Background: an optimization exercise with open tools, aiming at small area and a short achievable clock period. Do not read the settings as production practice.
Function was checked by simulation only, so behaviour that the tests miss may differ from the original.

$ cat flow/design.v
module mavg_pre #(parameter W = 20) (
	input  [W-1:0] a,
	input  [W-1:0] b,
	output [W-1:0] u,
	output [W-1:0] v
);
	assign u = ~(a ^ b);
	assign v = a & ~b;
endmodule
module mavg_merge #(parameter W = 20) (
	input  [W-1:0] u,
	input  [W-1:0] v,
	input  [W-1:0] c,
	output [W-1:0] g,
	output [W-1:0] p
);
	wire [W-1:0] s = u ^ c;
	wire [W-1:0] k = {(v[W-2:0] | (u[W-2:0] & c[W-2:0])), 1'b1};
	assign g = s & k;
	assign p = s ^ k;
endmodule
module mavg_ks_inv #(parameter W = 20, parameter D = 1) (
	input  [W-1:0] g,
	input  [W-1:0] p,
	output [W-1:0] gn,
	output [W-1:0] pn
);
	genvar j;
	generate
		for (j = 0; j < W; j = j + 1) begin : b
			if (j >= D) begin : op
				assign gn[j] = ~(g[j] | (p[j] & g[j-D]));
				assign pn[j] = ~(p[j] & p[j-D]);
			end else begin : pass
				assign gn[j] = ~g[j];
				assign pn[j] = 1'b1;
			end
		end
	endgenerate
endmodule
module mavg_ks_true #(parameter W = 20, parameter D = 1) (
	input  [W-1:0] gn,
	input  [W-1:0] pn,
	output [W-1:0] g,
	output [W-1:0] p
);
	genvar j;
	generate
		for (j = 0; j < W; j = j + 1) begin : b
			if (j >= D) begin : op
				assign g[j] = ~(gn[j] & (pn[j] | gn[j-D]));
				assign p[j] = ~(pn[j] | pn[j-D]);
			end else begin : pass
				assign g[j] = ~gn[j];
				assign p[j] = 1'b0;
			end
		end
	endgenerate
endmodule
module mavg_sum #(parameter W = 20) (
	input  [W-1:0] p,
	input  [W-1:0] cn,
	input  [W-1:0] hold,
	input          en,
	output [W-1:0] s
);
	assign s = en ? (p ^ ~{cn[W-2:0], 1'b1}) : hold;
endmodule
module moving_avg_filter #(
	parameter WIDTH = 16,
	parameter N     = 16
)(
	input                         clk,
	input                         rst_n,
	input                         in_valid,
	input      signed [WIDTH-1:0] in_sample,
	output reg                    out_valid,
	output     signed [WIDTH-1:0] out_sample
);
	localparam SHIFT = 4;
	localparam W = WIDTH + SHIFT;
	reg [WIDTH-1:0] window [0:N-2];
	reg [WIDTH-1:0] oldest;   
	reg [SHIFT-1:0] count;    
	reg             full;     
	reg [W-1:0]     sum;
	wire fills = full | (&count);   
	wire [W-1:0] b = {{SHIFT{oldest[WIDTH-1]}}, oldest};
	wire [W-1:0] c = {{SHIFT{in_sample[WIDTH-1]}}, in_sample};
	wire [W-1:0] u, v, g0, p0, gn1, pn1, g2, p2, gn3, pn3, g4, p4, gn5, pn5, next_sum;
	mavg_pre               u_pre (.a(sum), .b(b), .u(u), .v(v));
	mavg_merge             u_mrg (.u(u), .v(v), .c(c), .g(g0), .p(p0));
	mavg_ks_inv  #(.D(1))  u_ks1 (.g(g0),   .p(p0),   .gn(gn1), .pn(pn1));
	mavg_ks_true #(.D(2))  u_ks2 (.gn(gn1), .pn(pn1), .g(g2),   .p(p2));
	mavg_ks_inv  #(.D(4))  u_ks3 (.g(g2),   .p(p2),   .gn(gn3), .pn(pn3));
	mavg_ks_true #(.D(8))  u_ks4 (.gn(gn3), .pn(pn3), .g(g4),   .p(p4));
	mavg_ks_inv  #(.D(16)) u_ks5 (.g(g4),   .p(p4),   .gn(gn5), .pn(pn5));
	mavg_sum               u_sum (.p(p0), .cn(gn5), .hold(sum), .en(in_valid), .s(next_sum));
	integer i;
	always @(posedge clk) begin
		if (in_valid) begin
			window[0] <= in_sample;
			for (i = 1; i < N-1; i = i + 1)
				window[i] <= window[i-1];
		end
	end
	always @(posedge clk or negedge rst_n) begin
		if (!rst_n) begin
			oldest    <= {WIDTH{1'b0}};
			sum       <= {W{1'b0}};
			count     <= {SHIFT{1'b0}};
			full      <= 1'b0;
			out_valid <= 1'b0;
		end else begin
			sum       <= next_sum;
			out_valid <= 1'b0;
			if (in_valid) begin
				oldest    <= fills ? window[N-2] : {WIDTH{1'b0}};
				count     <= count + 1'b1;
				if (&count) full <= 1'b1;
				out_valid <= fills;
			end
		end
	end
	assign out_sample = sum[W-1:SHIFT];
endmodule
module moving_avg_top #(
    parameter FILTER_TYPE =  0,     
    parameter WIDTH       = 16,
    parameter N           = 16,
    parameter SHIFT       =  4,
    parameter DO_ROUND    =  0,
    parameter K           =  3
)(
    input                     clk,
    input                     rst_n,
    input                     in_valid,
    input  signed [WIDTH-1:0] in_sample,
    output                    out_valid,
    output signed [WIDTH-1:0] out_sample
);
    wire                     out_valid_w;
    wire signed [WIDTH-1:0]  out_sample_w;
    generate
        if (FILTER_TYPE == 0) begin : gen_win_buffer
            moving_avg_filter #(
                .WIDTH (WIDTH),
                .N     (N)
            ) u_filter (
                .clk        (clk),
                .rst_n      (rst_n),
                .in_valid   (in_valid),
                .in_sample  (in_sample),
                .out_valid  (out_valid_w),
                .out_sample (out_sample_w)
            );
        end else begin : gen_default
            moving_avg_filter #(
                .WIDTH (WIDTH),
                .N     (N)
            ) u_filter (
                .clk        (clk),
                .rst_n      (rst_n),
                .in_valid   (in_valid),
                .in_sample  (in_sample),
                .out_valid  (out_valid_w),
                .out_sample (out_sample_w)
            );
        end
    endgenerate
    assign out_valid  = out_valid_w;
    assign out_sample = out_sample_w;
endmodule
$ cat flow/run.sh
#!/bin/bash
# synth_recipe.tcl (not shown) runs the flow's synth.tcl, then flattens the netlist and writes it again
# the make line also repeats each setting of config.mk as NAME=value (left out here)
make -C /OpenROAD-flow-scripts/flow DESIGN_CONFIG=/design/flow/config.mk WORK_HOME=/design/flow/orfs CLKGATE_MAP_FILE= SYNTH_SCRIPT=/design/flow/synth_recipe.tcl finish
$ cat flow/config.mk
export PLATFORM = sky130hd
export DESIGN_NAME = moving_avg_top
export DESIGN_NICKNAME = moving_avg_top
export VERILOG_FILES = /design/flow/design.v
export SDC_FILE = /design/flow/constraint.sdc
export NUM_CORES = 4
export LEC_CHECK = 0
export CAP_MARGIN = 20
export CORE_MARGIN = 2
export CORE_UTILIZATION = 40
export SETUP_SLACK_MARGIN = 2.8
export SLEW_MARGIN = 20
export SYNTH_HIERARCHICAL = 1
$ cat flow/constraint.sdc
create_clock -name core_clock -period 4.8 [get_ports {clk}]
set_input_delay 0.9600 -clock core_clock [delete_from_list [all_inputs] [get_ports {clk}]]
set_output_delay 0.9600 -clock core_clock [all_outputs]
set_load 0.01 [all_outputs]
==> flow_summary.ini, run 1 <==
[global_routing]
antenna_found_initial = 0
grtUsageTotal = 0.130
grt_pass1_wl_um = 29400
grt_pass1_vias = 5402
grt-ovfl-total = 0
grt_max_degree = 116

[synthesis]
avgSynthCellArea_um2 = 17.2
synth_fp_nets = 705
syn_inst = 627
synth_area_um2 = 10800
yosysWarnings = 8

[placement]
io_buffers = 35
place.gp.congestion = 0.867
hpwl_um = 10500
post_dp_cell_area_um2 = 12100
post-place-ws_ps = 1370
place_inst = 984

[layout]
num-fill-cells = 2116
seq_area_um2 = 8260
design_area_um2 = 14100
syn2layout_area_growth_pct = 30.0
drive_gt1_frac = 0.456
final_net_count = 791
antennaDiodeCount = 0
fin_cells = 1076
multiInputGateArea_um2 = 3390

[worst_setup_path]
cp-end-kind = register
path_max_fanout = 4
cp.required_ps = 5220
max_stage_delay_ps = 310
criticalPathCategory = input port to register
worstPathBufferInverterCount = 1
critPathSlowestCell = ha_4
crit_top_cell = nand2_2
startpoint_type = input port
crit_chain = dlygate4sd2_1 > ha_1 > or2_4 > ha_4 > nand2_2 > nor2_4 > nand2_2 > o21ai_2 > a21oi_2 > xnor2_1 > mux2_4
path_delay_family = simple AND/OR/NAND/NOR gates
arrival_ps = 2930

[detailed_routing]
antenna_left = 0
via_count = 5169
drt-pass1-iter-count = 4
wl_um = 18300
via_per_inst = 4.80
wire_per_inst_um = 17.0
drtIter0Drc = 329
drc_errors = 0

[sta]
min_period_over_period = 0.523
setup_violations = 0
fmax_ghz = 0.398
slew_headroom = 0.509
fin_crit_ps = 2510
tightest_slew_ps = 737
hold_violations = 0
finalMaxSlewViolations = 0
final.setup.worst_slack_ps = 2290
rsz0062_at_grt = true
setup_tns_ps = 0
finalClockSkew_ps = 10.1

[clock_network]
numCtsBuffers = 30
clkTransAtPathRegs_ps = 60
insertion_delay_ps = 540
root_buffer = clkbuf_16
cts_sinks = 282
h-tree-depth = 1
cts_max_path_buffers = 3
cts_hold_buf = 0
cts_tree = yes

[floorplan]
ios = 36
die_x_um = 168
die-area_um2 = 28400
die_h_um = 168
start_util = 0.405
placementRows = 60
core_um2 = 26700

[run]
cap_violations = 0

[outcome]
status = finished clean

[min_path]
min_path_type = register to register
==> sequential cells by signal (all words and copies together) (netlist names) <==
register                           cells
gen_win_buffer.u_filter.out_valid      1
gen_win_buffer.u_filter.sum           20
gen_win_buffer.u_filter.count          4
gen_win_buffer.u_filter.window       240
gen_win_buffer.u_filter.oldest        16
gen_win_buffer.u_filter.full           1
==> path summary, 6_finish.rpt <==
check | from | endpoint | slack (ps) | cells past startpoint
worst min-delay path | gen_win_buffer.u_filter.window[6][2] | gen_win_buffer.u_filter.window[7][2] | 410 | 0
max in group asynchronous | rst_n | gen_win_buffer.u_filter.oldest[15] | 3910 | 1
worst max register to register | gen_win_buffer.u_filter.sum[4] | gen_win_buffer.u_filter.sum[18] | 2310 | 11
min in group asynchronous | rst_n | gen_win_buffer.u_filter.out_valid | 430 | 1
worst min register to register | gen_win_buffer.u_filter.window[6][2] | gen_win_buffer.u_filter.window[7][2] | 410 | 0
worst max-delay path | in_sample[14] | gen_win_buffer.u_filter.sum[18] | 2290 | 11
==> per-stage QoR <==
step	hold slack (ps)	util
3_3_place_gp	405	0.453
5_1_grt	418	0.526
2_1_floorplan	400	-
4_1_cts	418	0.517
6_report	414	0.526
3_5_place_dp	405	0.453
==> what timing repair did <==
item                       in CTS  in global routing
hold endpoints to repair        0                  0
gates resized for setup       233                 55
setup buffers                  29                  9
gates cloned                    0                  0
pin swaps                      58                 51
setup endpoints to repair      42                 36
==> routing by layer <==
| metal | track usage | vias up | wire (um) |
|---|---|---|---|
| li1 | - | 2445 | - |
| met1 | 0.185 | 2603 | 8570 |
| met2 | 0.207 | 79 | 8590 |
| met3 | 0.0242 | 42 | 578 |
| met4 | 0.0345 | 0 | 556 |
| met5 | 0 | - | 0 |
==> cell type report <==
class	count	share of cell area
clock buffers	43	0.0634
clock inverters	11	0.00774
inverters	52	0.0139
multi-input cells	270	0.241
flip-flops and latches	282	0.588
well taps	341	0.0303
repair buffers	77	0.0557
==> layout by cell type (no fill, tap or decap), types with 8 or more instances in the layout <==
cell and instances:
edfxtp_1 240, ha_4 46, dfrtp_1 37, clkbuf_16 32, buf_6 32, inv_2 28
buf_4 25, inv_1 24, mux2_4 20, a21oi_1 19, xnor2_1 18, a21oi_2 17
mux2i_1 16, a21oi_4 16, nand2_4 15, or2_4 15, o21ai_2 14, ha_1 13
clkdlybuf4s15_2 13, nor2_4 12, nand2_2 8, o21ai_1 8
==> run 2, diff against run 1 <==
--- a/flow/config.mk
+++ b/flow/config.mk
@@ -8,6 +8,9 @@
 export CAP_MARGIN = 20
 export CORE_MARGIN = 2
 export CORE_UTILIZATION = 40
+export CTS_BUF_LIST = sky130_fd_sc_hd__clkbuf_16
+export CTS_CLUSTER_DIAMETER = 100
+export CTS_CLUSTER_SIZE = 24
 export SETUP_SLACK_MARGIN = 2.8
 export SLEW_MARGIN = 20
 export SYNTH_HIERARCHICAL = 1
==> run 2 against run 1 <==
  * Register-to-register slack barely moved
  * Core utilization down 2.3 points
  * Final cell count shrank 2.5%
  * First-iteration DRC count fell by 5.2%
  * Critical endpoint is now gen_win_buffer.u_filter.sum[13]
  * Maximum frequency is 0.74% higher
  * Synthesized cell count is the same
  * Design area is 4.4% lower
  * Global-route usage is 0.40 points lower
==> flow_summary.ini, run 2 <==
[floorplan]
die_h_um = 168
start_util = 0.405
placementRows = 60
ios = 36
core_um2 = 26700
die_x_um = 168
die-area_um2 = 28400

[worst_setup_path]
criticalPathCategory = register to register
worst-r2r-cell-count = 12
arrival_ps = 2870
cp-end-kind = register
startpoint_type = register
cp.required_ps = 5180
path_max_fanout = 4

[layout]
utilization = 0.503
final_common_cell = edfxtp_1
final_cell_mix = edfxtp_1, ha_4, dfrtp_1
antennaDiodeCount = 0
final_net_count = 778
syn2layout_area_growth_pct = 24.3
drive_gt1_frac = 0.425
reg_top3 = gen_win_buffer.u_filter.window: 240 flops, gen_win_buffer.u_filter.sum: 20 flops, gen_win_buffer.u_filter.oldest: 16 flops
top_register = gen_win_buffer.u_filter.window
largest_register_ffs = 240

[run]
cap_violations = 0

[sta]
setup_tns_ps = 0
setup_violations = 0
slew_headroom = 0.517
fmax_ghz = 0.401
tightest_slew_ps = 724
min_period_over_period = 0.519
finalMaxSlewViolations = 0
fin_crit_ps = 2490
rsz0062_at_grt = true
finalClockSkew_ps = 23.2
hold_violations = 0

[global_routing]
grt_max_degree = 116
grtUsageTotal = 0.126
grt_pass1_wl_um = 28500
grt_pass1_vias = 5239
grt-ovfl-total = 0
antenna_found_initial = 0

[min_path]
min_path_type = register to register
hold_depth = 0

[detailed_routing]
drc_errors = 0
wl_met1_um = 8520
met3_wirelength_um = 611
wire_per_inst_um = 16.8
wl_met2_um = 8240
topRoutingLayerUsed = met4
antenna_left = 0
drt-pass1-iter-count = 4
via_count = 5034
drtIter0Drc = 312
via_per_inst = 4.80
wl_um = 17600

[clock_network]
cts_max_path_buffers = 3
cts_tree = yes
cts_sinks = 282
h-tree-depth = 1
numCtsBuffers = 15
root_buffer = clkbuf_16
clkTransAtPathRegs_ps = 90
cts_hold_buf = 0
insertion_delay_ps = 510

[placement]
place.gp.congestion = 0.867
io_buffers = 35
hpwl_um = 10500

[outcome]
status = finished clean

[synthesis]
avgSynthCellArea_um2 = 17.2
yosysWarnings = 8
synth_area_um2 = 10800
syn_inst = 627
synth_fp_nets = 705
[run 2: layout make-up]
| class | instances | area, um^2 |
|---|---|---|
| flip-flops and latches | 282 | 8260 |
| well taps | 341 | 427 |
| inverters | 52 | 195 |
| clock inverters | 10 | 45.0 |
| multi-input cells | 270 | 3380 |
| clock buffers | 15 | 375 |
| repair buffers | 79 | 757 |
| fillers | 2140 | 13300 |
[run 2: layer usage]
| metal | global-route usage | up-vias |
|---|---|---|
| met2 | 0.200 | 52 |
| met3 | 0.0233 | 27 |
| li1 | - | 2407 |
| met4 | 0.0285 | 0 |
| met1 | 0.182 | 2548 |
| met5 | 0 | - |
[run 2: through the flow]
stage,instances,hold slack [ps],instance area (um^2),worst slack (ps)
detailed placement,984,405,12100,1370
CTS,1039,421,13200,2320
global placement,984,405,12100,1420
floorplan,627,400,11500,2200
finish,1049,415,13400,2310
global route,1049,427,13400,2190
[run 2: worst paths after layout]
kind,start,end,slack (ps)
setup / recovery,gen_win_buffer.u_filter.oldest[7],gen_win_buffer.u_filter.sum[13],2310
hold / removal,gen_win_buffer.u_filter.window[12][1],gen_win_buffer.u_filter.window[13][1],410
setup reg to reg,gen_win_buffer.u_filter.oldest[7],gen_win_buffer.u_filter.sum[13],2310
hold reg to reg,gen_win_buffer.u_filter.window[12][1],gen_win_buffer.u_filter.window[13][1],410
max in group asynchronous,rst_n,gen_win_buffer.u_filter.sum[11],3900
min in group asynchronous,rst_n,gen_win_buffer.u_filter.out_valid,440
[run 2: critical path, stage by stage (launching register included)]
cell and delay (ps):
dfrtp_1 420, inv_2 80, ha_4 200, ha_4 150
or2_4 230, ha_4 260, a21oi_4 220, o21ai_4 90
a21oi_1 210, o21ai_2 110, inv_2 80, xnor2_2 60
mux2_4 250
[run 2: timing repair]
| action | in CTS | in global routing |
|---|---|---|
| pin swaps | 70 | 53 |
| setup buffers | 30 | 10 |
| setup endpoints to repair | 59 | 37 |
| cloned | 0 | 0 |
| resized for setup | 240 | 47 |
==> run 3, diff against run 2 <==
--- a/flow/design.v
+++ b/flow/design.v
@@ -1,23 +1,45 @@
-module mavg_pre #(parameter W = 20) (
+module mavg_pre_u #(parameter W = 20) (
 	input  [W-1:0] a,
 	input  [W-1:0] b,
-	output [W-1:0] u,
+	output [W-1:0] u
+);
+	assign u = ~(a ^ b);
+endmodule
+module mavg_pre_v #(parameter W = 20) (
+	input  [W-1:0] a,
+	input  [W-1:0] b,
 	output [W-1:0] v
 );
-	assign u = ~(a ^ b);
 	assign v = a & ~b;
 endmodule
-module mavg_merge #(parameter W = 20) (
+module mavg_merge_s #(parameter W = 20) (
+	input  [W-1:0] u,
+	input  [W-1:0] c,
+	output [W-1:0] sn
+);
+	assign sn = ~(u ^ c);
+endmodule
+module mavg_merge_k #(parameter W = 20) (
 	input  [W-1:0] u,
 	input  [W-1:0] v,
 	input  [W-1:0] c,
-	output [W-1:0] g,
+	output [W-1:0] kn
+);
+	assign kn = {~(v[W-2:0] | (u[W-2:0] & c[W-2:0])), 1'b0};
+endmodule
+module mavg_prop #(parameter W = 20) (
+	input  [W-1:0] sn,
+	input  [W-1:0] kn,
 	output [W-1:0] p
 );
-	wire [W-1:0] s = u ^ c;
-	wire [W-1:0] k = {(v[W-2:0] | (u[W-2:0] & c[W-2:0])), 1'b1};
-	assign g = s & k;
-	assign p = s ^ k;
+	assign p = sn ^ kn;
+endmodule
+module mavg_gen #(parameter W = 20) (
+	input  [W-1:0] sn,
+	input  [W-1:0] kn,
+	output [W-1:0] g
+);
+	assign g = ~(sn | kn);
 endmodule
 module mavg_ks_inv #(parameter W = 20, parameter D = 1) (
 	input  [W-1:0] g,
@@ -87,9 +109,13 @@
 	wire fills = full | (&count);   
 	wire [W-1:0] b = {{SHIFT{oldest[WIDTH-1]}}, oldest};
 	wire [W-1:0] c = {{SHIFT{in_sample[WIDTH-1]}}, in_sample};
-	wire [W-1:0] u, v, g0, p0, gn1, pn1, g2, p2, gn3, pn3, g4, p4, gn5, pn5, next_sum;
-	mavg_pre               u_pre (.a(sum), .b(b), .u(u), .v(v));
-	mavg_merge             u_mrg (.u(u), .v(v), .c(c), .g(g0), .p(p0));
+	wire [W-1:0] u, v, sn, kn, g0, p0, gn1, pn1, g2, p2, gn3, pn3, g4, p4, gn5, pn5, next_sum;
+	mavg_pre_u             u_pru (.a(sum), .b(b), .u(u));
+	mavg_pre_v             u_prv (.a(sum), .b(b), .v(v));
+	mavg_merge_s           u_mgs (.u(u), .c(c), .sn(sn));
+	mavg_merge_k           u_mgk (.u(u), .v(v), .c(c), .kn(kn));
+	mavg_prop              u_prp (.sn(sn), .kn(kn), .p(p0));
+	mavg_gen               u_gen (.sn(sn), .kn(kn), .g(g0));
 	mavg_ks_inv  #(.D(1))  u_ks1 (.g(g0),   .p(p0),   .gn(gn1), .pn(pn1));
 	mavg_ks_true #(.D(2))  u_ks2 (.gn(gn1), .pn(pn1), .g(g2),   .p(p2));
 	mavg_ks_inv  #(.D(4))  u_ks3 (.g(g2),   .p(p2),   .gn(gn3), .pn(pn3));
==> run 3 against run 2 <==
  * Non-clock buffer count is 1 higher
  * Routed wire length increased by 3.8%
  * Design area increased by 1.1%
  * Still clean on timing, DRC and antenna
  * Clock skew is 0.57 ps higher
  * Clock-buffer cell count is the same
==> flow_summary.ini, run 3 <==
[outcome]
status = finished clean

[layout]
design_area_um2 = 13600
utilization = 0.506
final_common_cell = edfxtp_1
reg_top3 = gen_win_buffer.u_filter.window: 240 flops, gen_win_buffer.u_filter.sum: 20 flops, gen_win_buffer.u_filter.oldest: 16 flops
final_net_count = 740
largest_register_ffs = 240
num-fill-cells = 2190
antennaDiodeCount = 0
syn2layout_area_growth_pct = 24.5
top_register = gen_win_buffer.u_filter.window
drive_gt1_frac = 0.443
final_cell_mix = edfxtp_1, buf_4, xnor2_4

[sta]
rsz0062_at_grt = true
setup_violations = 0
fin_crit_ps = 2430
slew_headroom = 0.501
setup_tns_ps = 0
finalMaxSlewViolations = 0
tightest_slew_ps = 748
hold_violations = 0
min_period_over_period = 0.507
final.setup.worst_slack_ps = 2370
fmax_ghz = 0.411
finalClockSkew_ps = 23.8

[global_routing]
grt_max_degree = 108
grt-ovfl-total = 0
grt_pass1_wl_um = 29300
antenna_found_initial = 0
grtUsageTotal = 0.128
grt_pass1_vias = 5319

[synthesis]
synth_fp_nets = 667
yosysWarnings = 8
synth_area_um2 = 10900
syn_inst = 647
avgSynthCellArea_um2 = 16.9

[detailed_routing]
via_count = 5244
drt-pass1-iter-count = 5
wire_per_inst_um = 17.1
antenna_left = 0
drc_errors = 0
via_per_inst = 4.90
wl_um = 18300
drtIter0Drc = 386

[clock_network]
cts_sinks = 282
h-tree-depth = 1
cts_max_path_buffers = 3
numCtsBuffers = 15
insertion_delay_ps = 500
cts_tree = yes
root_buffer = clkbuf_16
clkTransAtPathRegs_ps = 100

[placement]
post-place-ws_ps = 1070
place.gp.congestion = 0.858
post_dp_cell_area_um2 = 12100
hpwl_um = 10600
io_buffers = 35

[floorplan]
core_um2 = 26900
die-area_um2 = 28600
placementRows = 60
die_h_um = 169
start_util = 0.406
die_x_um = 169
ios = 36

[run]
cap_violations = 0

[worst_setup_path]
worst-r2r-cell-count = 10
cp-end-kind = register
startpoint_type = input port
path_max_fanout = 4
cp.required_ps = 5190
criticalPathCategory = input port to register
arrival_ps = 2820

[min_path]
hold_depth = 0
min_path_type = register to register
-- run 3: area by class of cell --
cell class / instances / area, um^2 / share of cell area
well taps: 341 / 427 / 0.0314
clock buffers: 15 / 375 / 0.0276
flip-flops and latches: 282 / 8300 / 0.610
multi-input cells: 310 / 3630 / 0.267
clock inverters: 11 / 47.5 / 0.00350
inverters: 31 / 116 / 0.00856
repair buffers: 80 / 698 / 0.0514
-- run 3: what timing repair did --
item	4_1_cts	5_1_grt
pin swaps	46	25
gates resized for setup	246	55
hold buffers	0	0
setup buffers	29	12
setup endpoints to repair	78	35
-- run 3: final timing paths --
check	to	start	slack, ps
max	gen_win_buffer.u_filter.sum[16]	in_sample[5]	2370
min	gen_win_buffer.u_filter.window[2][7]	gen_win_buffer.u_filter.window[1][7]	410
max reg2reg	gen_win_buffer.u_filter.sum[16]	gen_win_buffer.u_filter.sum[3]	2390
min reg2reg	gen_win_buffer.u_filter.window[2][7]	gen_win_buffer.u_filter.window[1][7]	410
max in group asynchronous	gen_win_buffer.u_filter.sum[13]	rst_n	3860
min in group asynchronous	gen_win_buffer.u_filter.oldest[6]	rst_n	470
-- run 3: per-stage QoR --
step                cells  hold WS, ps
detailed placement   1003          405
CTS                  1058          408
global placement     1003          404
floorplan             647          400
finish               1070          410
global route         1070          410
-- run 3: per-layer routing --
layer / part of all wire / global-route usage / routed length (um)
met1: 0.46 / 0.182 / 8390
met2: 0.48 / 0.206 / 8750
met3: 0.043 / 0.0259 / 788
met4: 0.020 / 0.0260 / 374
met5: 0 / 0 / 0
-- run 3: worst max-delay path, stage by stage --
cell and delay [ps]:
clkdlybuf4s15_2 280, xnor2_4 260, xor2_4 270, nand2_4 120, nor2_2 160, a21oi_1 120
o21ai_1 180, inv_1 70, xnor2_1 120, mux2_4 270
==> run 4, diff against run 3 <==
--- a/flow/config.mk
+++ b/flow/config.mk
@@ -11,6 +11,6 @@
 export CTS_BUF_LIST = sky130_fd_sc_hd__clkbuf_16
 export CTS_CLUSTER_DIAMETER = 100
 export CTS_CLUSTER_SIZE = 24
-export SETUP_SLACK_MARGIN = 2.8
+export SETUP_SLACK_MARGIN = 2.5
 export SLEW_MARGIN = 20
 export SYNTH_HIERARCHICAL = 1
==> run 4 against run 3 <==
  * Die area unchanged
  * Non-clock buffer count shrank 2
  * Synthesized cell count did not move
  * Synthesized area is the same
  * Clock skew fell by 3.9 ps
  * Hold slack improved by 1.6 ps
  * Maximum frequency increased by 1.4%
  * First-iteration DRC count is 23% lower
==> flow_summary.ini, run 4 <==
[synthesis]
syn_inst = 647
synth_fp_nets = 667
yosysWarnings = 8
synth_area_um2 = 10900
avgSynthCellArea_um2 = 16.9

[min_path]
min_path_type = register to register
min_from = gen_win_buffer.u_filter.window[7][3]

[worst_setup_path]
cp-end-kind = register
endpoint = gen_win_buffer.u_filter.sum[9]
reg2reg_slack_ps = 2410
worst_r2r_endpoint = gen_win_buffer.u_filter.sum[18]
crit_start = in_sample[7]
criticalPathCategory = input port to register
worst-r2r-cell-count = 10
cp.required_ps = 5190
path_max_fanout = 4
arrival_ps = 2790
startpoint_type = input port
r2r_start = gen_win_buffer.u_filter.sum[6]

[global_routing]
grt-ovfl-total = 0
grt_pass1_wl_um = 29600
grtUsageTotal = 0.132
antenna_found_initial = 0
grt_pass1_vias = 5145
grt_max_degree = 96

[detailed_routing]
via_per_inst = 4.81
wire_per_inst_um = 17.6
via_count = 5143
antenna_left = 0
drc_errors = 0
wl_um = 18900
drtIter0Drc = 298
drt-pass1-iter-count = 4

[sta]
setup_violations = 0
fmax_ghz = 0.417
tightest_slew_ps = 767
fin_crit_ps = 2400
final.setup.worst_slack_ps = 2400
finalMaxSlewViolations = 0
rsz0062_at_grt = true
finalClockSkew_ps = 19.9
slew_headroom = 0.488
min_period_over_period = 0.499
hold_violations = 0
setup_tns_ps = 0

[placement]
io_buffers = 35
hpwl_um = 11500
place.gp.congestion = 0.773
post_dp_cell_area_um2 = 12200
post-place-ws_ps = 1170

[layout]
top_register = gen_win_buffer.u_filter.window
syn2layout_area_growth_pct = 25.8
largest_register_ffs = 240
design_area_um2 = 13700
multiInputGateArea_um2 = 3750
seq_area_um2 = 8300
drive_gt1_frac = 0.420
final_net_count = 739
antennaDiodeCount = 0
final_cell_mix = edfxtp_1, buf_4, inv_1
final_common_cell = edfxtp_1
num-fill-cells = 2212
reg_top3 = gen_win_buffer.u_filter.window: 240 flops, gen_win_buffer.u_filter.sum: 20 flops, gen_win_buffer.u_filter.oldest: 16 flops

[clock_network]
insertion_delay_ps = 510
cts_hold_buf = 0
cts_tree = yes
cts_max_path_buffers = 3
root_buffer = clkbuf_16
cts_sinks = 282
clkTransAtPathRegs_ps = 90
numCtsBuffers = 16
h-tree-depth = 1

[floorplan]
die-area_um2 = 28600
placementRows = 60
die_x_um = 169
core_um2 = 26900
ios = 36
die_h_um = 169
start_util = 0.406

[run]
cap_violations = 0

[outcome]
status = finished clean
run 4: how the worst min path moves through the flow:
stage | to | depth (start not counted)
after floorplan | gen_win_buffer.u_filter.window[10][0] | 0
after global placement | gen_win_buffer.u_filter.window[1][8] | 0
after detailed placement | gen_win_buffer.u_filter.window[10][5] | 0
after CTS | gen_win_buffer.u_filter.window[8][3] | 0
after global routing | gen_win_buffer.u_filter.window[8][3] | 0
final | gen_win_buffer.u_filter.window[8][3] | 0
run 4: layout make-up:
| cell class | instances | share of cell area |
|---|---|---|
| repair buffers | 78 | 0.0480 |
| multi-input cells | 310 | 0.273 |
| flip-flops and latches | 282 | 0.604 |
| inverters | 31 | 0.00865 |
| well taps | 341 | 0.0311 |
| clock inverters | 11 | 0.00483 |
| clock buffers | 17 | 0.0310 |
run 4: layer usage:
| metal | up-vias | global-route usage | share of wire | routed length (um) |
|---|---|---|---|---|
| met5 | - | 0 | 0 | 0 |
| met4 | 0 | 0.0327 | 0.023 | 434 |
| met3 | 25 | 0.0236 | 0.034 | 636 |
| met2 | 55 | 0.202 | 0.47 | 8880 |
| met1 | 2623 | 0.197 | 0.47 | 8930 |
| li1 | 2440 | - | - | - |
run 4: repair_timing:
item                                    CTS  global route
cloned                                    0             0
endpoints found under the setup margin   36            19
setup buffers                            14            24
pin swaps                                13            56
gates resized for setup                 120           133
run 4: through the flow:
step	utilization	std cells	hold slack, ps
final	0.511	1070	412
after global placement	0.451	1003	401
after detailed placement	0.452	1004	405
after CTS	0.486	1046	409
after floorplan	-	647	400
after global routing	0.511	1070	414
run 4: critical path, cell delays in order:
cell and delay (ps):
clkdlybuf4s15_2 270, a21oi_4 250, xor2_4 260, nand2_2 160, nor2_4 140, nand2_1 130
o21ai_1 160, inv_1 60, xnor2_1 130, mux2_4 260
==> run 5, diff against run 4 <==
--- a/flow/config.mk
+++ b/flow/config.mk
@@ -11,6 +11,6 @@
 export CTS_BUF_LIST = sky130_fd_sc_hd__clkbuf_16
 export CTS_CLUSTER_DIAMETER = 100
 export CTS_CLUSTER_SIZE = 24
-export SETUP_SLACK_MARGIN = 2.5
+export SETUP_SLACK_MARGIN = 2.2
 export SLEW_MARGIN = 20
 export SYNTH_HIERARCHICAL = 1
==> run 5 against run 4 <==
  * Still clean
  * Register-to-register slack got worse by 90 ps
  * Non-clock buffer count is 19 lower
  * Sequential share of layout area rose by 6.0 points
  * First-iteration DRC count up 17%
  * Global-route usage fell by 1.4 points
  * Routed wire length decreased by 9.6%
  * Setup slack got worse by 160 ps
  * Hold slack lost 6.1 ps
  * Highest routed layer unchanged
==> flow_summary.ini, run 5 <==
[global_routing]
grt_max_degree = 112
grt-ovfl-total = 0
grtUsageTotal = 0.118
grt_pass1_vias = 5214
antenna_found_initial = 0
grt_pass1_wl_um = 27300

[sta]
rsz0062_at_grt = true
hold_violations = 0
slew_headroom = 0.402
setup_tns_ps = 0
fmax_ghz = 0.391
min_period_over_period = 0.533
finalMaxSlewViolations = 0
finalClockSkew_ps = 26.2
fin_crit_ps = 2560
setup_violations = 0
tightest_slew_ps = 897

[clock_network]
cts_tree = yes
cts_sinks = 282
numCtsBuffers = 15
h-tree-depth = 1
cts_hold_buf = 0
cts_max_path_buffers = 3
root_buffer = clkbuf_16
clkTransAtPathRegs_ps = 100
insertion_delay_ps = 510

[placement]
hpwl_um = 9880
place.gp.congestion = 0.898
io_buffers = 35

[layout]
syn2layout_area_growth_pct = 14.1
largest_register_ffs = 240
antennaDiodeCount = 0
final_cell_mix = edfxtp_1, a21oi_1, dfrtp_1
reg_top3 = gen_win_buffer.u_filter.window: 240 flops, gen_win_buffer.u_filter.sum: 20 flops, gen_win_buffer.u_filter.oldest: 16 flops
drive_gt1_frac = 0.225
final_net_count = 719
top_register = gen_win_buffer.u_filter.window
final_common_cell = edfxtp_1

[synthesis]
avgSynthCellArea_um2 = 16.9
synth_fp_nets = 667
syn_inst = 647
synth_area_um2 = 10900
yosysWarnings = 8

[worst_setup_path]
path_depth = 1
endpoint = out_sample[15]
path_delay_family = buffers and inverters
worst_r2r_endpoint = gen_win_buffer.u_filter.sum[19]
cp-end-kind = output port
path_max_fanout = 3
startpoint_type = register
r2r_start = gen_win_buffer.u_filter.oldest[15]
reg2reg_slack_ps = 2320
crit_start = gen_win_buffer.u_filter.sum[19]
worst-r2r-cell-count = 10
cp.required_ps = 3840
arrival_ps = 1600
max_stage_delay_ps = 590
crit_chain = clkdlybuf4s50_1
worstPathBufferInverterCount = 1
criticalPathCategory = register to output port
critPathSlowestCell = clkdlybuf4s50_1

[detailed_routing]
drt-pass1-iter-count = 5
wl_met2_um = 7570
antenna_left = 0
wire_per_inst_um = 16.3
via_per_inst = 4.89
topRoutingLayerUsed = met4
via_count = 5128
met3_wirelength_um = 634
wl_met1_um = 8330
wl_um = 17100
drtIter0Drc = 350
drc_errors = 0

[run]
cap_violations = 0

[floorplan]
placementRows = 60
start_util = 0.406
ios = 36
die_x_um = 169
core_um2 = 26900
die-area_um2 = 28600
die_h_um = 169

[min_path]
min_path_type = register to register

[outcome]
status = finished clean
[run 5: cell types whose count changed in the layout (fill, tap and decap cells not counted), sizes merged]
cell           previous run  this run
dlymetal6s2s              0         2
buf                      50        26
inv                      41        40
dlygate4sd2              15        13
clkinv                    1         2
clkbuf                   23        15
clkdlybuf4s15             7         1
clkdlybuf4s50             0        17
[run 5: cell type report]
class                   count  area (um^2)
multi-input cells         310         2680
flip-flops and latches    282         8260
fillers                  2312        14400
inverters                  31          116
repair buffers             59          548
clock inverters            11         48.8
clock buffers              15          375
well taps                 341          427
[run 5: metrics by stage]
step | instance area [um^2] | cells | hold WS, ps | setup slack, ps | util
global route | 12500 | 1049 | 412 | 2150 | 0.463
CTS | 12300 | 1047 | 401 | 2200 | 0.457
floorplan | 10900 | 647 | 400 | 2280 | -
global placement | 11500 | 1002 | 404 | 1410 | 0.430
finish | 12500 | 1049 | 406 | 2240 | 0.463
detailed placement | 11500 | 1002 | 405 | 1270 | 0.430
[run 5: worst min-delay path by stage]
stage                                            from                                      to  slack [ps]  depth (start not counted)
4_1_cts        gen_win_buffer.u_filter.window[11][10]  gen_win_buffer.u_filter.window[12][10]         400                          0
5_1_grt        gen_win_buffer.u_filter.window[11][10]  gen_win_buffer.u_filter.window[12][10]         410                          0
2_1_floorplan    gen_win_buffer.u_filter.window[9][0]   gen_win_buffer.u_filter.window[10][0]         400                          0
3_5_place_dp    gen_win_buffer.u_filter.window[9][11]  gen_win_buffer.u_filter.window[10][11]         400                          0
6_report       gen_win_buffer.u_filter.window[11][10]  gen_win_buffer.u_filter.window[12][10]         410                          0
3_3_place_gp    gen_win_buffer.u_filter.window[13][0]   gen_win_buffer.u_filter.window[14][0]         400                          0
[run 5: repair_timing]
item,in CTS,in global routing
setup buffers,19,2
endpoints found under the hold margin,0,0
cloned,0,0
pin swaps,18,8
setup endpoints to repair,17,12
resized for setup,44,26
[run 5: per-layer routing]
layer | track usage | vias to the layer above
met5 | 0 | -
met4 | 0.0364 | 0
met3 | 0.0229 | 42
met1 | 0.173 | 2575
met2 | 0.181 | 114
li1 | - | 2397
==> run 6, diff against run 5 <==
--- a/flow/config.mk
+++ b/flow/config.mk
@@ -11,6 +11,6 @@
 export CTS_BUF_LIST = sky130_fd_sc_hd__clkbuf_16
 export CTS_CLUSTER_DIAMETER = 100
 export CTS_CLUSTER_SIZE = 24
-export SETUP_SLACK_MARGIN = 2.2
+export SETUP_SLACK_MARGIN = 2.0
 export SLEW_MARGIN = 20
 export SYNTH_HIERARCHICAL = 1
==> run 6 against run 5 <==
  * Clock-buffer cell count unchanged
  * Design area decreased by 1.1%
  * Synthesized area unchanged
  * Synthesized cell count unchanged
  * First-iteration DRC count increased by 13%
  * Via count decreased by 1.6%
  * Register-to-register slack got worse by 90 ps
  * Non-clock buffer count decreased by 9
  * Largest cell class unchanged
  * Highest routed layer unchanged
==> flow_summary.ini, run 6 <==
[synthesis]
avgSynthCellArea_um2 = 16.9
synth_fp_nets = 667
syn_inst = 647
synth_area_um2 = 10900
yosysWarnings = 8

[worst_setup_path]
path_max_fanout = 4
cp.required_ps = 5200
startpoint_type = input port
cp-end-kind = register
max_stage_delay_ps = 530
critPathSlowestCell = clkdlybuf4s50_1
worstPathBufferInverterCount = 3
criticalPathCategory = input port to register
worst-r2r-cell-count = 10
crit_chain = clkdlybuf4s50_1 > xnor2_2 > xor2_1 > buf_4 > nand2_1 > nor2_2 > nand2_1 > o21ai_1 > inv_1 > xnor2_1 > mux2_4
r2r_start = gen_win_buffer.u_filter.oldest[15]
crit_top_cell = nand2_1
arrival_ps = 3160
worst_r2r_endpoint = gen_win_buffer.u_filter.sum[19]
reg2reg_slack_ps = 2230
path_delay_family = buffers and inverters

[floorplan]
placementRows = 60
start_util = 0.406
die-area_um2 = 28600
ios = 36
core_um2 = 26900
die_h_um = 169
die_x_um = 169

[layout]
largest_register_ffs = 240
final_net_count = 710
reg_top3 = gen_win_buffer.u_filter.window: 240 flops, gen_win_buffer.u_filter.sum: 20 flops, gen_win_buffer.u_filter.oldest: 16 flops
final_cell_mix = edfxtp_1, xnor2_1, a21oi_1
multiInputGateArea_um2 = 2580
syn2layout_area_growth_pct = 12.8
top_register = gen_win_buffer.u_filter.window
antennaDiodeCount = 0
fin_cells = 1040
final_common_cell = edfxtp_1
seq_area_um2 = 8260
drive_gt1_frac = 0.199
num-fill-cells = 2344

[placement]
place_inst = 1002
place.gp.congestion = 0.898
io_buffers = 35
hpwl_um = 9880

[min_path]
hold_depth = 0
min_to = gen_win_buffer.u_filter.window[12][10]
min_from = gen_win_buffer.u_filter.window[11][10]
min_path_type = register to register

[sta]
finalClockSkew_ps = 26.3
min_period_over_period = 0.577
setup_tns_ps = 0
finalMaxSlewViolations = 0
tightest_slew_ps = 901
slew_headroom = 0.399
setup_violations = 0
rsz0062_at_grt = false
fmax_ghz = 0.361
fin_crit_ps = 2770
hold_violations = 0

[global_routing]
grt_pass1_vias = 5121
grt_max_degree = 112
grtUsageTotal = 0.117
grt-ovfl-total = 0
grt_pass1_wl_um = 26900
antenna_found_initial = 0

[clock_network]
cts_hold_buf = 0
h-tree-depth = 1
numCtsBuffers = 15
cts_sinks = 282
insertion_delay_ps = 510
root_buffer = clkbuf_16
clkTransAtPathRegs_ps = 100
cts_tree = yes
cts_max_path_buffers = 3

[detailed_routing]
drc_errors = 0
drt-pass1-iter-count = 5
via_count = 5045
wire_per_inst_um = 16.3
via_per_inst = 4.85
drtIter0Drc = 396
wl_um = 17000
antenna_left = 0

[outcome]
status = finished clean

[run]
cap_violations = 0
run 6: area by class of cell:
cell class,instances,share of cell area
repair buffers,50,0.0408
flip-flops and latches,282,0.671
inverters,31,0.00945
well taps,341,0.0347
clock inverters,11,0.00396
clock buffers,15,0.0305
multi-input cells,310,0.210
run 6: worst max-delay path by stage:
stage	slack, ps	end	cells past startpoint	from
final	2030	gen_win_buffer.u_filter.sum[13]	11	in_sample[10]
after global routing	1960	gen_win_buffer.u_filter.sum[15]	11	in_sample[6]
after CTS	2000	gen_win_buffer.u_filter.sum[9]	10	in_sample[5]
after detailed placement	1270	gen_win_buffer.u_filter.sum[19]	10	in_sample[15]
after global placement	1410	gen_win_buffer.u_filter.sum[18]	10	in_sample[15]
after floorplan	2280	gen_win_buffer.u_filter.sum[18]	9	in_sample[7]
run 6: metal layers:
layer	part of all wire	vias to the layer above	GRT usage
met5	0	-	0
met2	0.44	124	0.176
li1	-	2382	-
met3	0.039	41	0.0229
met1	0.49	2498	0.172
met4	0.031	0	0.0368
run 6: timing repair:
action,4_1_cts,5_1_grt
pin swaps,8,8
setup endpoints to repair,9,16
resized for setup,4,46
setup buffers,9,3
run 6: per-stage QoR:
stage                     hold WS, ps  setup WS, ps  utilization  cell area [um^2]
after detailed placement          405          1270        0.430             11500
after global routing              412          1960        0.458             12300
final                             405          2030        0.458             12300
after CTS                         401          2000        0.449             12100
after global placement            404          1410        0.430             11500
after floorplan                   400          2280            -             10900
==> run 7, diff against run 6 <==
--- a/flow/config.mk
+++ b/flow/config.mk
@@ -11,6 +11,6 @@
 export CTS_BUF_LIST = sky130_fd_sc_hd__clkbuf_16
 export CTS_CLUSTER_DIAMETER = 100
 export CTS_CLUSTER_SIZE = 24
-export SETUP_SLACK_MARGIN = 2.0
+export SETUP_SLACK_MARGIN = 2.3
 export SLEW_MARGIN = 20
 export SYNTH_HIERARCHICAL = 1
==> run 7 against run 6 <==
  * Clock-buffer cell count unchanged
  * Final cell count up 2.5%
  * Clock skew is 7.6 ps lower
  * First-iteration DRC count down 15%
  * Setup slack improved by 270 ps
  * Die area unchanged
  * Still clean
  * Critical path type unchanged
  * Flip-flop and latch count unchanged
==> flow_summary.ini, run 7 <==
[floorplan]
die-area_um2 = 28600
core_um2 = 26900
die_h_um = 169
die_x_um = 169
start_util = 0.406
ios = 36
placementRows = 60

[clock_network]
cts_hold_buf = 0
insertion_delay_ps = 500
root_buffer = clkbuf_16
cts_max_path_buffers = 3
numCtsBuffers = 15
clkTransAtPathRegs_ps = 90
cts_tree = yes
cts_sinks = 282
h-tree-depth = 1

[worst_setup_path]
cp.required_ps = 5180
worst-r2r-cell-count = 10
criticalPathCategory = input port to register
reg2reg_slack_ps = 2380
r2r_start = gen_win_buffer.u_filter.oldest[4]
arrival_ps = 2890
startpoint_type = input port
path_max_fanout = 4
worst_r2r_endpoint = gen_win_buffer.u_filter.sum[13]
cp-end-kind = register

[detailed_routing]
wl_um = 16900
via_count = 5061
via_per_inst = 4.75
antenna_left = 0
drtIter0Drc = 336
drt-pass1-iter-count = 4
drc_errors = 0
wire_per_inst_um = 15.9

[global_routing]
grtUsageTotal = 0.119
grt-ovfl-total = 0
grt_max_degree = 133
grt_pass1_vias = 5050
grt_pass1_wl_um = 27200
antenna_found_initial = 1

[synthesis]
yosysWarnings = 8
synth_area_um2 = 10900
syn_inst = 647
avgSynthCellArea_um2 = 16.9
synth_fp_nets = 667

[layout]
top_register = gen_win_buffer.u_filter.window
final_cell_mix = edfxtp_1, a21oi_1, inv_1
num-fill-cells = 2284
seq_area_um2 = 8270
final_common_cell = edfxtp_1
drive_gt1_frac = 0.297
final_net_count = 735
multiInputGateArea_um2 = 2890
fin_cells = 1066
syn2layout_area_growth_pct = 17.0
reg_top3 = gen_win_buffer.u_filter.window: 240 flops, gen_win_buffer.u_filter.sum: 20 flops, gen_win_buffer.u_filter.oldest: 16 flops
largest_register_ffs = 240

[sta]
fin_hold_ws_ps = 405
final.setup.worst_slack_ps = 2300
tightest_slew_ps = 1010
rsz0062_at_grt = true
setup_tns_ps = 0
finalMaxSlewViolations = 0
slew_headroom = 0.326
fin_crit_ps = 2500
finalClockSkew_ps = 18.7
setup_violations = 0
fmax_ghz = 0.400
hold_violations = 0
min_period_over_period = 0.521

[placement]
hpwl_um = 9940
io_buffers = 35
place_inst = 1003
place.gp.congestion = 0.843
post-place-ws_ps = 1290

[outcome]
status = finished clean

[min_path]
min_from = gen_win_buffer.u_filter.window[0][14]
hold_depth = 0
min_path_type = register to register
min_to = gen_win_buffer.u_filter.window[1][14]

[run]
cap_violations = 0
[run 7: cell types whose count changed in the layout (fill, tap and decap cells not counted), sizes merged]
cell	delta
buf	+26
clkbuf	+3
clkdlybuf4s50	-19
clkinv	-1
diode	+1
dlygate4sd2	+19
dlymetal6s2s	-4
inv	+1
[run 7: metal layers]
metal  global-route usage  part of all wire  wire [um]
met4               0.0353             0.019        316
met1                0.179              0.49       8330
met2                0.178              0.45       7670
met5                    0                 0          0
met3               0.0217             0.036        615
[run 7: stage by stage]
stage / utilization / area, um^2
5_1_grt: 0.475 / 12800
6_report: 0.475 / 12800
3_3_place_gp: 0.433 / 11600
2_1_floorplan: - / 11000
4_1_cts: 0.459 / 12300
3_5_place_dp: 0.433 / 11600
[run 7: repair_timing]
| item | in CTS | in global routing |
|---|---|---|
| endpoints found under the setup margin | 28 | 22 |
| gates resized for setup | 57 | 67 |
| buffers inserted | 20 | 16 |
| pin swaps | 31 | 15 |
[run 7: worst max-delay path, stage by stage]
cell,delay [ps]
dlygate4sd2_1,320
xnor2_2,230
xor2_2,250
nand2_1,150
o21ai_1,220
a21oi_1,90
o21ai_1,190
inv_1,80
xnor2_1,130
mux2_4,250
[run 7: worst max path at each step]
| stage | start | endpoint | slack, ps | depth (start not counted) |
|---|---|---|---|---|
| after floorplan | in_sample[11] | gen_win_buffer.u_filter.sum[18] | 2310 | 9 |
| after global placement | in_sample[15] | gen_win_buffer.u_filter.sum[18] | 1430 | 10 |
| after detailed placement | in_sample[15] | gen_win_buffer.u_filter.sum[19] | 1290 | 10 |
| after CTS | gen_win_buffer.u_filter.sum[17] | out_sample[13] | 2300 | 1 |
| after global routing | gen_win_buffer.u_filter.oldest[4] | gen_win_buffer.u_filter.sum[17] | 2220 | 11 |
| final | in_sample[3] | gen_win_buffer.u_filter.sum[13] | 2300 | 10 |
[run 7: layout make-up]
| class | instances | area share |
|---|---|---|
| clock buffers | 15 | 0.0294 |
| well taps | 341 | 0.0334 |
| flip-flops and latches | 282 | 0.648 |
| multi-input cells | 310 | 0.226 |
| inverters | 31 | 0.00911 |
| clock inverters | 11 | 0.00402 |
| repair buffers | 75 | 0.0499 |
| diodes | 1 | 0.000196 |
==> run 8, diff against run 7 <==
==> flow/flow/run.sh (new file) <==
#!/bin/bash
# The standard layout (standard.sh, unchanged synthesis), except that the
# port buffers that global placement inserts are plain buf_2 cells instead of
# the delay buffers buffer_ports picks by default.
set -euo pipefail
export BUFFER_PORTS_ARGS="-buffer_cell sky130_fd_sc_hd__buf_2"
bash standard.sh > flow_make.log 2>&1
==> flow/standard.sh (new file) <==
#!/bin/bash
# synth_recipe.tcl (not shown) runs the flow's synth.tcl, then flattens the netlist and writes it again
# the make line also repeats each setting of config.mk as NAME=value (left out here)
make -C /OpenROAD-flow-scripts/flow DESIGN_CONFIG=/design/flow/config.mk WORK_HOME=/design/flow/orfs CLKGATE_MAP_FILE= SYNTH_SCRIPT=/design/flow/synth_recipe.tcl "${@:-finish}"
--- a/flow/config.mk
+++ b/flow/config.mk
@@ -11,6 +11,6 @@
 export CTS_BUF_LIST = sky130_fd_sc_hd__clkbuf_16
 export CTS_CLUSTER_DIAMETER = 100
 export CTS_CLUSTER_SIZE = 24
-export SETUP_SLACK_MARGIN = 2.3
+export SETUP_SLACK_MARGIN = 2.4
 export SLEW_MARGIN = 20
 export SYNTH_HIERARCHICAL = 1
removed: flow/run.sh
==> run 8 against run 7 <==
  * Still clean on timing, DRC and antenna
  * Critical path depth unchanged
  * Die area unchanged
  * Setup slack improved by 120 ps
  * Via count about the same
  * Final cell count decreased by 1.4%
  * Flip-flop and latch count unchanged
  * Synthesized cell count unchanged
  * Synthesized area unchanged
  * First-iteration DRC count decreased by 21%
  * Clock-buffer cell count unchanged
  * Global-route usage about the same
  * Highest routed layer unchanged
==> flow_summary.ini, run 8 <==
[outcome]
status = finished clean

[clock_network]
numCtsBuffers = 15
cts_hold_buf = 0
root_buffer = clkbuf_16
cts_max_path_buffers = 3
clkTransAtPathRegs_ps = 100
h-tree-depth = 1
cts_sinks = 282
insertion_delay_ps = 480
cts_tree = yes

[global_routing]
grt-ovfl-total = 0
grtUsageTotal = 0.120
grt_pass1_wl_um = 27400
antenna_found_initial = 0
grt_pass1_vias = 5035
grt_max_degree = 107

[worst_setup_path]
crit_top_cell = nand2_2
crit_start = gen_win_buffer.u_filter.oldest[15]
crit_chain = xnor2_4 > xnor2_2 > xor2_2 > nand2_2 > nor2_4 > nand2_2 > o21ai_2 > a21oi_2 > xnor2_1 > mux2_4
arrival_ps = 2760
startpoint_type = register
cp-end-kind = register
criticalPathCategory = register to register
path_delay_family = XOR/XNOR gates
reg2reg_slack_ps = 2420
path_depth = 10
worst_r2r_endpoint = gen_win_buffer.u_filter.sum[19]
critPathSlowestCell = dfrtp_4
max_stage_delay_ps = 600
endpoint = gen_win_buffer.u_filter.sum[19]
worst-r2r-cell-count = 10
r2r_start = gen_win_buffer.u_filter.oldest[15]
path_max_fanout = 7
worstPathBufferInverterCount = 0
cp.required_ps = 5170

[sta]
fin_crit_ps = 2380
hold_violations = 0
setup_violations = 0
setup_tns_ps = 0
rsz0062_at_grt = true
slew_headroom = 0.427
tightest_slew_ps = 860
finalMaxSlewViolations = 0
finalClockSkew_ps = 14.7
fmax_ghz = 0.420
final.setup.worst_slack_ps = 2420
min_period_over_period = 0.496

[detailed_routing]
via_per_inst = 4.82
drt-pass1-iter-count = 4
antenna_left = 0
wl_um = 17400
via_count = 5065
drtIter0Drc = 265
drc_errors = 0
wire_per_inst_um = 16.6

[synthesis]
syn_inst = 647
synth_area_um2 = 10900
synth_fp_nets = 667
avgSynthCellArea_um2 = 16.9
yosysWarnings = 8

[layout]
syn2layout_area_growth_pct = 21.3
drive_gt1_frac = 0.394
final_net_count = 722
final_common_cell = edfxtp_1
fin_cells = 1051
reg_top3 = gen_win_buffer.u_filter.window: 240 flops, gen_win_buffer.u_filter.sum: 20 flops, gen_win_buffer.u_filter.oldest: 16 flops
top_register = gen_win_buffer.u_filter.window
final_cell_mix = edfxtp_1, inv_1, a21oi_1
largest_register_ffs = 240
antennaDiodeCount = 0
num-fill-cells = 2224

[floorplan]
die_h_um = 169
core_um2 = 26900
placementRows = 60
die-area_um2 = 28600
die_x_um = 169
ios = 36
start_util = 0.406

[placement]
hpwl_um = 10400
place_inst = 1003
post-place-ws_ps = 1880
io_buffers = 35
place.gp.congestion = 0.838

[min_path]
min_path_type = register to register
hold_depth = 0

[run]
cap_violations = 0
-- run 8: timing repair --
item,in CTS,in global routing
endpoints found under the setup margin,15,15
resized for setup,38,115
pin swaps,13,46
gates cloned,0,0
buffers inserted,5,18
-- run 8: cell type report --
cell class	count	area, um^2	area share
multi-input combinational	310	3570	0.270
sequential	282	8290	0.626
inverter	31	116	0.00879
clock inverter	10	42.5	0.00321
tap	341	427	0.0322
timing repair buffer	62	422	0.0318
clock buffer	15	375	0.0283
-- run 8: worst min-delay path by stage --
| stage | slack (ps) | end | startpoint |
|---|---|---|---|
| global placement | 410 | gen_win_buffer.u_filter.window[14][11] | gen_win_buffer.u_filter.window[13][11] |
| CTS | 410 | gen_win_buffer.u_filter.window[14][10] | gen_win_buffer.u_filter.window[13][10] |
| global route | 420 | gen_win_buffer.u_filter.window[12][10] | gen_win_buffer.u_filter.window[11][10] |
| detailed placement | 400 | gen_win_buffer.u_filter.window[10][3] | gen_win_buffer.u_filter.window[9][3] |
| finish | 410 | gen_win_buffer.u_filter.window[14][10] | gen_win_buffer.u_filter.window[13][10] |
| floorplan | 400 | gen_win_buffer.u_filter.window[10][0] | gen_win_buffer.u_filter.window[9][0] |
-- run 8: through the flow --
stage | util | instance area (um^2) | hold WS, ps
6_report | 0.493 | 13200 | 410
4_1_cts | 0.466 | 12500 | 409
5_1_grt | 0.493 | 13200 | 420
2_1_floorplan | - | 11300 | 400
3_5_place_dp | 0.439 | 11800 | 405
3_3_place_gp | 0.439 | 11800 | 406
-- run 8: routing by layer --
metal	vias to the layer above	routed length (um)	GRT usage
li1	2411	-	-
met1	2597	8240	0.172
met2	44	8330	0.190
met3	13	633	0.0238
met4	0	229	0.0256
met5	-	0	0
==> run 9, diff against run 8 <==
--- a/flow/config.mk
+++ b/flow/config.mk
@@ -11,6 +11,6 @@
 export CTS_BUF_LIST = sky130_fd_sc_hd__clkbuf_16
 export CTS_CLUSTER_DIAMETER = 100
 export CTS_CLUSTER_SIZE = 24
-export SETUP_SLACK_MARGIN = 2.4
+export SETUP_SLACK_MARGIN = 2.0
 export SLEW_MARGIN = 20
 export SYNTH_HIERARCHICAL = 1
==> run 9 against run 8 <==
  * Design area down 11%
  * Maximum frequency shrank 8.8%
  * Routed wire length down 3.7%
  * Largest cell class unchanged
  * Core utilization down 5.2 points
  * Critical path type unchanged
  * Sequential share of layout area grew 7.1 points
==> flow_summary.ini, run 9 <==
[worst_setup_path]
worst-r2r-cell-count = 10
path_max_fanout = 4
cp-end-kind = register
startpoint_type = register
cp.required_ps = 5200
crit_start = gen_win_buffer.u_filter.oldest[9]
r2r_start = gen_win_buffer.u_filter.oldest[9]
arrival_ps = 3010
criticalPathCategory = register to register

[layout]
top_register = gen_win_buffer.u_filter.window
multiInputGateArea_um2 = 2380
antennaDiodeCount = 0
largest_register_ffs = 240
reg_top3 = gen_win_buffer.u_filter.window: 240 flops, gen_win_buffer.u_filter.sum: 20 flops, gen_win_buffer.u_filter.oldest: 16 flops
final_common_cell = edfxtp_1
final_net_count = 700
design_area_um2 = 11800
syn2layout_area_growth_pct = 8.51
seq_area_um2 = 8260
num-fill-cells = 2361
utilization = 0.441
final_cell_mix = edfxtp_1, xnor2_1, a21oi_1
drive_gt1_frac = 0.187

[floorplan]
ios = 36
placementRows = 60
start_util = 0.406
die-area_um2 = 28600
core_um2 = 26900
die_h_um = 169
die_x_um = 169

[min_path]
min_path_type = register to register
hold_depth = 0
min_from = gen_win_buffer.u_filter.window[13][1]

[clock_network]
cts_hold_buf = 0
h-tree-depth = 1
cts_tree = yes
cts_max_path_buffers = 3
insertion_delay_ps = 500
numCtsBuffers = 15
clkTransAtPathRegs_ps = 100
cts_sinks = 282
root_buffer = clkbuf_16

[sta]
setup_violations = 0
min_period_over_period = 0.544
tightest_slew_ps = 889
setup_tns_ps = 0
finalClockSkew_ps = 22.7
final.setup.worst_slack_ps = 2190
hold_violations = 0
finalMaxSlewViolations = 0
fin_crit_ps = 2610
slew_headroom = 0.408
rsz0062_at_grt = true
fmax_ghz = 0.383

[detailed_routing]
wl_um = 16800
drtIter0Drc = 325
drt-pass1-iter-count = 4
wire_per_inst_um = 16.3
drc_errors = 0
via_per_inst = 4.75
via_count = 4891
antenna_left = 0

[placement]
place.gp.congestion = 0.833
post-place-ws_ps = 1770
io_buffers = 35
hpwl_um = 10300
post_dp_cell_area_um2 = 11400

[global_routing]
grt_pass1_vias = 5089
grt-ovfl-total = 0
grtUsageTotal = 0.119
antenna_found_initial = 0
grt_pass1_wl_um = 27300
grt_max_degree = 117

[outcome]
status = finished clean

[synthesis]
syn_inst = 647
synth_area_um2 = 10900
synth_fp_nets = 667
yosysWarnings = 8
avgSynthCellArea_um2 = 16.9

[run]
cap_violations = 0
==> run 9: changes by cell type in the layout (fill, tap and decap cells not counted), sizes merged <==
| cell | before | now |
|---|---|---|
| clkbuf | 16 | 15 |
| clkinv | 1 | 2 |
| buf | 61 | 40 |
==> run 9: timing repair <==
item,4_1_cts,5_1_grt
endpoints found under the setup margin,0,6
setup buffers,0,0
gates resized for setup,0,6
==> run 9: path summary, 6_finish.rpt <==
check,to,slack (ps)
setup reg to reg,gen_win_buffer.u_filter.sum[16],2190
setup / recovery,gen_win_buffer.u_filter.sum[16],2190
max in group asynchronous,gen_win_buffer.u_filter.oldest[10],3890
min in group asynchronous,gen_win_buffer.u_filter.oldest[1],470
hold reg to reg,gen_win_buffer.u_filter.window[14][1],410
hold / removal,gen_win_buffer.u_filter.window[14][1],410
==> run 9: cell type report <==
cell class / count / share of cell area
Multi-Input combinational cell: 310 / 0.201
Clock inverter: 11 / 0.00412
Inverter: 31 / 0.00982
Clock buffer: 15 / 0.0317
Tap cell: 341 / 0.0360
Timing Repair Buffer: 40 / 0.0201
Sequential cell: 282 / 0.697
==> run 9: worst max-delay path, stage by stage (launching register included) <==
cell and delay [ps]:
dfrtp_1 450, xnor2_1 300, xnor2_1 200, xor2_1 370, nand2_1 180, nor2_1 240, nand2_1 80, o21ai_1 210
inv_1 80, xnor2_1 140, mux2_4 270
==> run 9: per-layer routing <==
metal / share of wire / global-route usage / up-vias
li1: - / - / 2364
met3: 0.031 / 0.0208 / 24
met1: 0.51 / 0.183 / 2443
met4: 0.026 / 0.0327 / 0
met5: 0 / 0 / -
met2: 0.43 / 0.173 / 60
==> run 9: through the flow <==
step	hold WS, ps	instances
finish	412	1030
global route	430	1030
CTS	416	1030
detailed placement	405	1004
global placement	403	1004
floorplan	400	647
==> run 10, diff against run 9 <==
--- a/flow/config.mk
+++ b/flow/config.mk
@@ -11,6 +11,6 @@
 export CTS_BUF_LIST = sky130_fd_sc_hd__clkbuf_16
 export CTS_CLUSTER_DIAMETER = 100
 export CTS_CLUSTER_SIZE = 24
-export SETUP_SLACK_MARGIN = 2.0
+export SETUP_SLACK_MARGIN = 2.2
 export SLEW_MARGIN = 20
 export SYNTH_HIERARCHICAL = 1
==> run 10 against run 9 <==
  * Synthesized area stayed put
  * Synthesized cell count stayed put
  * Largest cell class unchanged
  * Setup slack better by 150 ps
  * Maximum frequency is 5.9% higher
  * Critical path depth is 2 higher
  * First-iteration DRC count is 15% higher
==> flow_summary.ini, run 10 <==
[sta]
rsz0062_at_grt = false
finalClockSkew_ps = 23.7
finalMaxSlewViolations = 0
hold_violations = 0
fmax_ghz = 0.405
setup_tns_ps = 0
slew_headroom = 0.408
tightest_slew_ps = 888
min_period_over_period = 0.514
setup_violations = 0
fin_crit_ps = 2470

[detailed_routing]
wire_per_inst_um = 16.6
via_count = 4958
antenna_left = 0
drt-pass1-iter-count = 4
via_per_inst = 4.79
drc_errors = 0
drtIter0Drc = 373
wl_um = 17200

[worst_setup_path]
crit_chain = clkbuf_2 > buf_4 > nor2b_4 > a21oi_2 > xor2_1 > nand2_1 > nor2_1 > nand2_1 > nor2_1 > a21oi_2 > xnor2_1 > mux2_4
startpoint_type = register
path_max_fanout = 6
worst_r2r_endpoint = gen_win_buffer.u_filter.sum[19]
reg2reg_slack_ps = 2330
critPathSlowestCell = dfrtp_4
worstPathBufferInverterCount = 2
r2r_start = gen_win_buffer.u_filter.oldest[15]
arrival_ps = 2860
path_delay_family = simple AND/OR/NAND/NOR gates
cp-end-kind = register
max_stage_delay_ps = 580
worst-r2r-cell-count = 12
criticalPathCategory = register to register
cp.required_ps = 5200

[clock_network]
cts_sinks = 282
cts_tree = yes
insertion_delay_ps = 500
h-tree-depth = 1
numCtsBuffers = 15
root_buffer = clkbuf_16
clkTransAtPathRegs_ps = 90
cts_max_path_buffers = 3

[global_routing]
use_met3 = 0.0208
grt_use_met1 = 0.184
antenna_found_initial = 0
grtUsageTotal = 0.119
grt_max_degree = 117
grt_pass1_vias = 5111
grt_pass1_wl_um = 27400
busiest_layer = met1
grt-ovfl-total = 0
met2_usage = 0.174

[layout]
utilization = 0.453
design_area_um2 = 12200
drive_gt1_frac = 0.246
final_common_cell = edfxtp_1
largest_register_ffs = 240
syn2layout_area_growth_pct = 11.5
fin_cells = 1036
top_register = gen_win_buffer.u_filter.window
num-fill-cells = 2341
final_net_count = 706
reg_top3 = gen_win_buffer.u_filter.window: 240 flops, gen_win_buffer.u_filter.sum: 20 flops, gen_win_buffer.u_filter.oldest: 16 flops
final_cell_mix = edfxtp_1, a21oi_1, dfrtp_1
antennaDiodeCount = 0

[min_path]
min_from = gen_win_buffer.u_filter.window[13][1]
hold_depth = 0
min_to = gen_win_buffer.u_filter.window[14][1]
min_path_type = register to register

[outcome]
status = finished clean

[synthesis]
synth_fp_nets = 667
synth_area_um2 = 10900
yosysWarnings = 8
avgSynthCellArea_um2 = 16.9
syn_inst = 647

[floorplan]
start_util = 0.406
placementRows = 60
die_x_um = 169
die-area_um2 = 28600
core_um2 = 26900
ios = 36
die_h_um = 169

[placement]
place_inst = 1004
hpwl_um = 10300
io_buffers = 35
place.gp.congestion = 0.833
post_dp_cell_area_um2 = 11400

[run]
cap_violations = 0
-- run 10: layer usage --
layer	vias up	routed length [um]
li1	2371	-
met4	0	448
met3	24	502
met1	2503	8740
met5	-	0
met2	60	7460
-- run 10: worst max-delay path by stage --
stage | from | to | cells past startpoint
floorplan | in_sample[7] | gen_win_buffer.u_filter.sum[18] | 9
global placement | in_sample[7] | gen_win_buffer.u_filter.sum[9] | 10
detailed placement | in_sample[5] | gen_win_buffer.u_filter.sum[9] | 10
CTS | gen_win_buffer.u_filter.oldest[15] | gen_win_buffer.u_filter.sum[16] | 10
global route | gen_win_buffer.u_filter.oldest[6] | gen_win_buffer.u_filter.sum[9] | 10
finish | gen_win_buffer.u_filter.oldest[15] | gen_win_buffer.u_filter.sum[19] | 12
-- run 10: final cells by class --
cell class                 instances  area [um^2]  area share
sequential                       282         8260       0.679
multi-input combinational        310         2660       0.219
tap                              341          427      0.0351
clock buffer                      15          375      0.0308
timing repair buffer              46          280      0.0230
inverter                          31          116     0.00956
clock inverter                    11         48.8     0.00401
-- run 10: metrics by stage --
| step | worst slack, ps | hold WS, ps |
|---|---|---|
| final | 2330 | 415 |
| after global routing | 2180 | 430 |
| after CTS | 2200 | 416 |
| after detailed placement | 1770 | 405 |
| after global placement | 1760 | 403 |
| after floorplan | 2280 | 400 |
-- run 10: what timing repair did --
action	CTS	global route
setup buffers	1	5
hold buffers	0	0
resized for setup	4	40
endpoints found under the setup margin	5	11
cloned	0	0
pin swaps	1	3

==> port drivers added, routing unchanged <==
How much do the figures lean on ideal ports? The routed layouts below were timed once more, with nothing changed but the port constraints. Step 1 assumes that a clkbuf_16 drives the clock port and a buf_2 every other input. Step 2 adds t to the input delays and takes it off the output delays; t is the mean of the earliest and latest rising clock arrival at the registers after step 1. Input paths then give back, and output paths get back, about the clock's delay inside the block. Three values: no drivers, after step 1, after step 2; two values: the first two.
run	shift t [ns]	setup slack, ns	worst setup path after step 2	clock arrival spread, ns	slew at the worst register clock pin (ns)
run 1	0.577	2.289 / 2.313 / 1.740	input to register	0.013 / 0.013	0.06 / 0.06
run 2	0.545	2.308 / 2.308 / 1.787	input to register	0.026 / 0.026	0.10 / 0.10
run 3	0.538	2.368 / 2.387 / 1.855	input to register	0.025 / 0.025	0.10 / 0.10
run 4	0.545	2.403 / 2.399 / 1.868	input to register	0.021 / 0.020	0.09 / 0.09
run 5	0.538	2.240 / 2.196 / 1.740	input to register	0.028 / 0.029	0.10 / 0.10
run 6	0.537	2.032 / 2.052 / 1.515	input to register	0.029 / 0.030	0.10 / 0.10
run 7	0.536	2.298 / 2.315 / 1.793	input to register	0.021 / 0.022	0.09 / 0.09
run 8	0.520	2.418 / 2.418 / 1.959	input to register	0.015 / 0.016	0.10 / 0.10
run 9	0.534	2.187 / 2.187 / 1.784	input to register	0.023 / 0.023	0.10 / 0.10
run 10	0.534	2.333 / 2.333 / 1.898	input to register	0.025 / 0.025	0.10 / 0.10
After both steps setup and hold are still met in every run listed. The setup slack of run 1, which loses most, moves by +0.024 ns with the drivers and by -0.549 ns with both steps.
